Background: an optimization exercise with open tools, aiming at small area. Do not read the settings as production practice. Function was checked by simulation only, so behaviour that the tests miss may differ from the original. Power is estimated from default activity; no workload was simulated.

v3:
## Motor
module Motor(
	input clk,
	input rst,
	input KS_Circuit_out1,
	input KS_Circuit_out2,
	input btn3,
	input freq1,
	input freq,
	input indus,
	input indie,
	output PWM_out_L,
	output PWM_out_R,
	output GREEN,
	output RED,
	output BLUE,
	output IN1,
	output IN2,
	output IN3,
	output IN4,
	output servo,
	output LD1,
	output LD2,
	output LD3,
	output LD4,
	output LD5,
	output LD6,
	output LD7,
	output LD8
	);
For scale: roughly 2300 cells after synthesis, about 27 I/O pins, roughly 19000 sq um of cells after synthesis.
make LEC_CHECK=0 CAP_MARGIN=20 CORE_MARGIN=2 CORE_UTILIZATION=40 SLEW_MARGIN=20 finish   # period 10.0 ns
run.sh (not shown) runs the stock make flow with config.mk's settings and CLKGATE_MAP_FILE= SYNTH_SCRIPT=/design/flow/synth_recipe.tcl, a recipe that flattens the netlist after the stock synthesis.
Input changes introduced in v12 (baseline for comparison: v3):
Settings: CTS_BUF_LIST newly set to sky130_fd_sc_hd__clkbuf_4.
Comparing v12 and v3, number of cells in the finished layout apart from fillers is higher on v12. [compare] base=v3 new=v12: proportion of cell area occupied by multi-input gates increased 0.36 points, part of the total power dissipated in combinational logic increased 1.3 points, clock share of power decreased 3.9 points, post-detailed-route wirelength per cell decreased 2.4%. Going from v3 to v12, fmax level, length of routed met3 wiring went up, fraction of layout cells with a size suffix above 1 moved up, power per unit of standard cell area lower. Changes observed in v12 relative to v3: routed wire length grew by about 1%; final worst setup slack shrank by 4.8 ps.
For v52, these inputs were changed with respect to v12:
Settings: setting CTS_CLUSTER_SIZE to 30 for the first time; changing CTS_BUF_LIST from sky130_fd_sc_hd__clkbuf_4 to sky130_fd_sc_hd__clkbuf_8.
## What came out
v52 | status: complete | timing, DRC, antenna: pass
v12 -> v52: fraction of area in clock buffers and inverters flat
Number of global-route vias before repair of v52 falls short of that of v12 slightly.
Comparing v12 against v52, there is no change at all in worst hold path depth.
Comparing power for v12 and v52, the bigger number came from v52.
Fraction of power consumed by the clock network | v52 above v12
Measured against each other, v12 and v52 differ in total wire length, the higher figure coming from v12.
Comparing setup slack for v12 and v52, the bigger number came from v12.
In terms of combinational power, v52 and v12 differ only marginally.

run 1:
Another version of the RTL of Motor (not shown whole).
Size in the first run: about 2200 cells after synthesis, ~350 flip-flops, roughly 27 I/O pins, about 18000 µm² of cells after synthesis.
## Motor
module Motor(
	input clk,
	input rst,
	input KS_Circuit_out1,
	input KS_Circuit_out2,
	input btn3,
	input freq1,
	input freq,
	input indus,
	input indie,
	output PWM_out_L,
	output PWM_out_R,
	output GREEN,
	output RED,
	output BLUE,
	output IN1,
	output IN2,
	output IN3,
	output IN4,
	output servo,
	output LD1,
	output LD2,
	output LD3,
	output LD4,
	output LD5,
	output LD6,
	output LD7,
	output LD8
	);
Settings: LEC_CHECK=0, CAP_MARGIN=20, CORE_MARGIN=2, CORE_UTILIZATION=40, SLEW_MARGIN=20; clock period 10.0 ns.
standard.sh (not shown) runs the stock make flow with config.mk's settings and CLKGATE_MAP_FILE= SYNTH_SCRIPT=/design/flow/synth_recipe.tcl, a recipe that flattens the netlist after the stock synthesis.
==> flow/flow/run.sh <==
#!/bin/bash
set -euo pipefail
bash standard.sh "CTS_ARGS=-sink_clustering_enable -repair_clock_nets -dont_use_dummy_load -buf_list sky130_fd_sc_hd__clkbuf_16 -sink_clustering_size 30 -sink_clustering_max_diameter 80" finish > make_finish.log 2>&1
Relative to run 1, the following input files were edited for run 2:
Settings: a change of CORE_UTILIZATION from 40 to 65; an added PLACE_DENSITY of 0.75.
==> flow/flow/run.sh <==
#!/bin/bash
# The standard layout (standard.sh: standard synthesis, floorplan, place,
# CTS, route, finish), with only the clock tree synthesis arguments changed:
# clkbuf_8 buffers, sink clusters of at most 20 flip-flops within 60 um, and
# no dummy loads. make's full output goes to make_finish.log; ORFS keeps each
# step's own log under orfs/logs/.
set -euo pipefail
bash standard.sh "CTS_ARGS=-sink_clustering_enable -repair_clock_nets -dont_use_dummy_load -buf_list sky130_fd_sc_hd__clkbuf_8 -sink_clustering_size 20 -sink_clustering_max_diameter 60" finish > make_finish.log 2>&1
## What came out
- Number of rows created at floorplan went down by more than 10% going from run 1 to run 2.
- The core of run 2 is more densely filled than that of run 1.
- Diff run 1 -> run 2: total power of the final layout went down; die outline area went down; highest achievable clock rate went up.
- Lower global-route wire length before repair goes to run 2 over run 1.
- Comparing post-layout worst setup margin for run 2 and run 1, the bigger number came from run 2.
- Delta (run 2 minus run 1): data arrival time of the worst path neither gained nor lost much; simple-gate portion of the synthesized area has remained practically unchanged; minimum clock period now sits lower.
- Looking at post-detailed-placement half-perimeter wirelength, run 2 sits below run 1.
Input changes introduced in run 3 (baseline for comparison: run 2):
Settings: removing PLACE_DENSITY (formerly 0.75); changing CORE_UTILIZATION from 65 to 40.
==> flow/flow/run.sh <==
#!/bin/bash
set -euo pipefail
bash standard.sh "CTS_ARGS=-sink_clustering_enable -repair_clock_nets -dont_use_dummy_load -buf_list sky130_fd_sc_hd__clkbuf_8 -sink_clustering_size 20 -sink_clustering_max_diameter 60" finish > make_finish.log 2>&1
==> comparison <==
- Run 3 finished every stage and its layout cleared the timing, design-rule and antenna checks.
- Relative to run 2, number of search-and-repair iterations in the first detailed-routing pass has gone down in run 3.
- Sort run 2 and run 3 by global-route wire length before repair desc -> top: run 3
- met3 wire length came out lower on run 3 than on run 2.
- Layout-stage area growth over the synthesis result: run 3 vs run 2 up 1.6 points
- Global-route usage over all layers came out lower on run 3 than on run 2.
- Side by side, count of clock-buffer cells in the layout turned out higher in run 3 than in run 2.
- When run 3 is set beside run 2, its final critical-path share of the clock period turns out to be 0.34 points larger.
- Going from run 2 to run 3, reported combinational group power grew slightly.
- Compared with run 2, run 3 shows final design area excluding fillers that has gone up slightly.
Changes in run 4 relative to run 3:
Settings: CTS_BUF_LIST: unset -> sky130_fd_sc_hd__clkbuf_4.
==> flow/run.sh (new file) <==
#!/bin/bash
# synth_recipe.tcl (not shown) runs the flow's synth.tcl, then flattens the netlist and writes it again
# the make line also repeats each setting of config.mk as NAME=value (left out here)
make -C /OpenROAD-flow-scripts/flow DESIGN_CONFIG=/design/flow/config.mk WORK_HOME=/design/flow/orfs CLKGATE_MAP_FILE= SYNTH_SCRIPT=/design/flow/synth_recipe.tcl finish
removed: flow/flow/run.sh
removed: flow/standard.sh
Results
Run 3 completed; timing, DRC and antenna clean
Run 4 finished every stage and its layout cleared the timing, design-rule and antenna checks.
The combinational power of run 3 and that of run 4 are within noise of each other.
| worst hold margin | run 4 vs run 3 | 0.012 ns lower |
Summary: sum of internal, switching and leakage power, run 4 worse than run 3
Compared to run 3, run 4 has clock skew 0.0082 ns lower.
Reported for run 4 and run 3, starting density of the core turned out identical to the last digit.
Endpoint arrival time on the critical path (run 4 over run 3): increase, 0.21 ns
Looking at clock slew at the register clock pins of the worst setup and hold paths, run 4 sits 0.06 ns lower than run 3 does.
Of run 4 and run 3, run 4 shows the higher ratio of cells with drive above 1 in the final layout, with run 3 below it.
Run comparison: run 3 capture point of the critical path inst3.lock_j[2]; run 4 capture point of the critical path inst3.lock_j[3]
Ratio of final minimum period to clock period in run 4 is 0.58 points above run 3.
On first-pass iteration count of the detailed router, the lower figure sits with run 3, not run 4.
Here is what was changed in the inputs of run 5 compared with run 4.
Settings: CTS_BUF_LIST: sky130_fd_sc_hd__clkbuf_4 -> unset.
==> flow/flow/run.sh (new file) <==
#!/bin/bash
set -euo pipefail
bash standard.sh "CTS_ARGS=-sink_clustering_enable -repair_clock_nets -dont_use_dummy_load -buf_list {sky130_fd_sc_hd__clkbuf_4 sky130_fd_sc_hd__clkbuf_8} -sink_clustering_size 20 -sink_clustering_max_diameter 60" finish > make_finish.log 2>&1
==> flow/standard.sh (new file) <==
#!/bin/bash
# synth_recipe.tcl (not shown) runs the flow's synth.tcl, then flattens the netlist and writes it again
# the make line also repeats each setting of config.mk as NAME=value (left out here)
make -C /OpenROAD-flow-scripts/flow DESIGN_CONFIG=/design/flow/config.mk WORK_HOME=/design/flow/orfs CLKGATE_MAP_FILE= SYNTH_SCRIPT=/design/flow/synth_recipe.tcl "${@:-finish}"
removed: flow/run.sh
Notes after the runs:
Clock-pin slew of the registers on the worst-case setup and hold paths, run 4 and run 5: higher on run 5
Compared run 5 vs run 4, and maximum achievable frequency is up in run 5.
Of run 4 and run 5, the run reporting the higher sequential share of power was run 5.
From run 4 to run 5 the numbers moved as follows: detailed-route wire length per cell +2.7%; non-clock buffer count ~0 delta.
Inputs modified between run 5 and run 6:
==> flow/flow/run.sh <==
#!/bin/bash
set -euo pipefail
bash standard.sh "CTS_ARGS=-sink_clustering_enable -repair_clock_nets -dont_use_dummy_load -buf_list sky130_fd_sc_hd__clkbuf_8 -sink_clustering_size 16 -sink_clustering_max_diameter 50" finish > make_finish.log 2>&1
Run 6 ended with more leakage power figure than run 5. Side by side, net switching share of the total power turned out lower in run 6 than in run 5. Taking run 5 as the reference, in run 6 post-layout minimum cycle time now sits higher; antenna diode instance count was more or less identical.

## re-timing with driven ports
The flow's constraints put no driver on any port. The routed layouts listed below were extracted and timed again, unchanged, in two steps.
Step 1, drivers: a clkbuf_16 drives clk and a buf_2 each remaining input, both assumed.
Step 2, shift: input delay + t, output delay - t, t = (earliest + latest rising clock arrival at the registers) / 2. This alone moves slack from input paths to output paths.
Three values: no drivers, after step 1, after step 2; two values: the first two.
run | t, ns | setup WS [ns] | clock arrival spread, ns
v3 | 0.618 | 5.099 / 5.099 / 5.099 | 0.018 / 0.018
v12 | 0.850 | 5.094 / 5.094 / 5.094 | 0.050 / 0.050
v52 | 0.669 | 5.072 / 5.072 / 5.072 | 0.040 / 0.040
run 1 | 0.587 | 4.668 / 4.668 / 4.668 | 0.035 / 0.035
run 2 | 0.633 | 4.712 / 4.712 / 4.712 | 0.075 / 0.075
run 3 | 0.660 | 4.678 / 4.678 / 4.678 | 0.079 / 0.078
run 4 | 0.836 | 4.619 / 4.619 / 4.619 | 0.081 / 0.081
run 5 | 0.660 | 4.678 / 4.678 / 4.678 | 0.079 / 0.078
run 6 | 0.650 | 4.675 / 4.675 / 4.675 | 0.074 / 0.074
After both steps setup and hold are still met in every run listed.
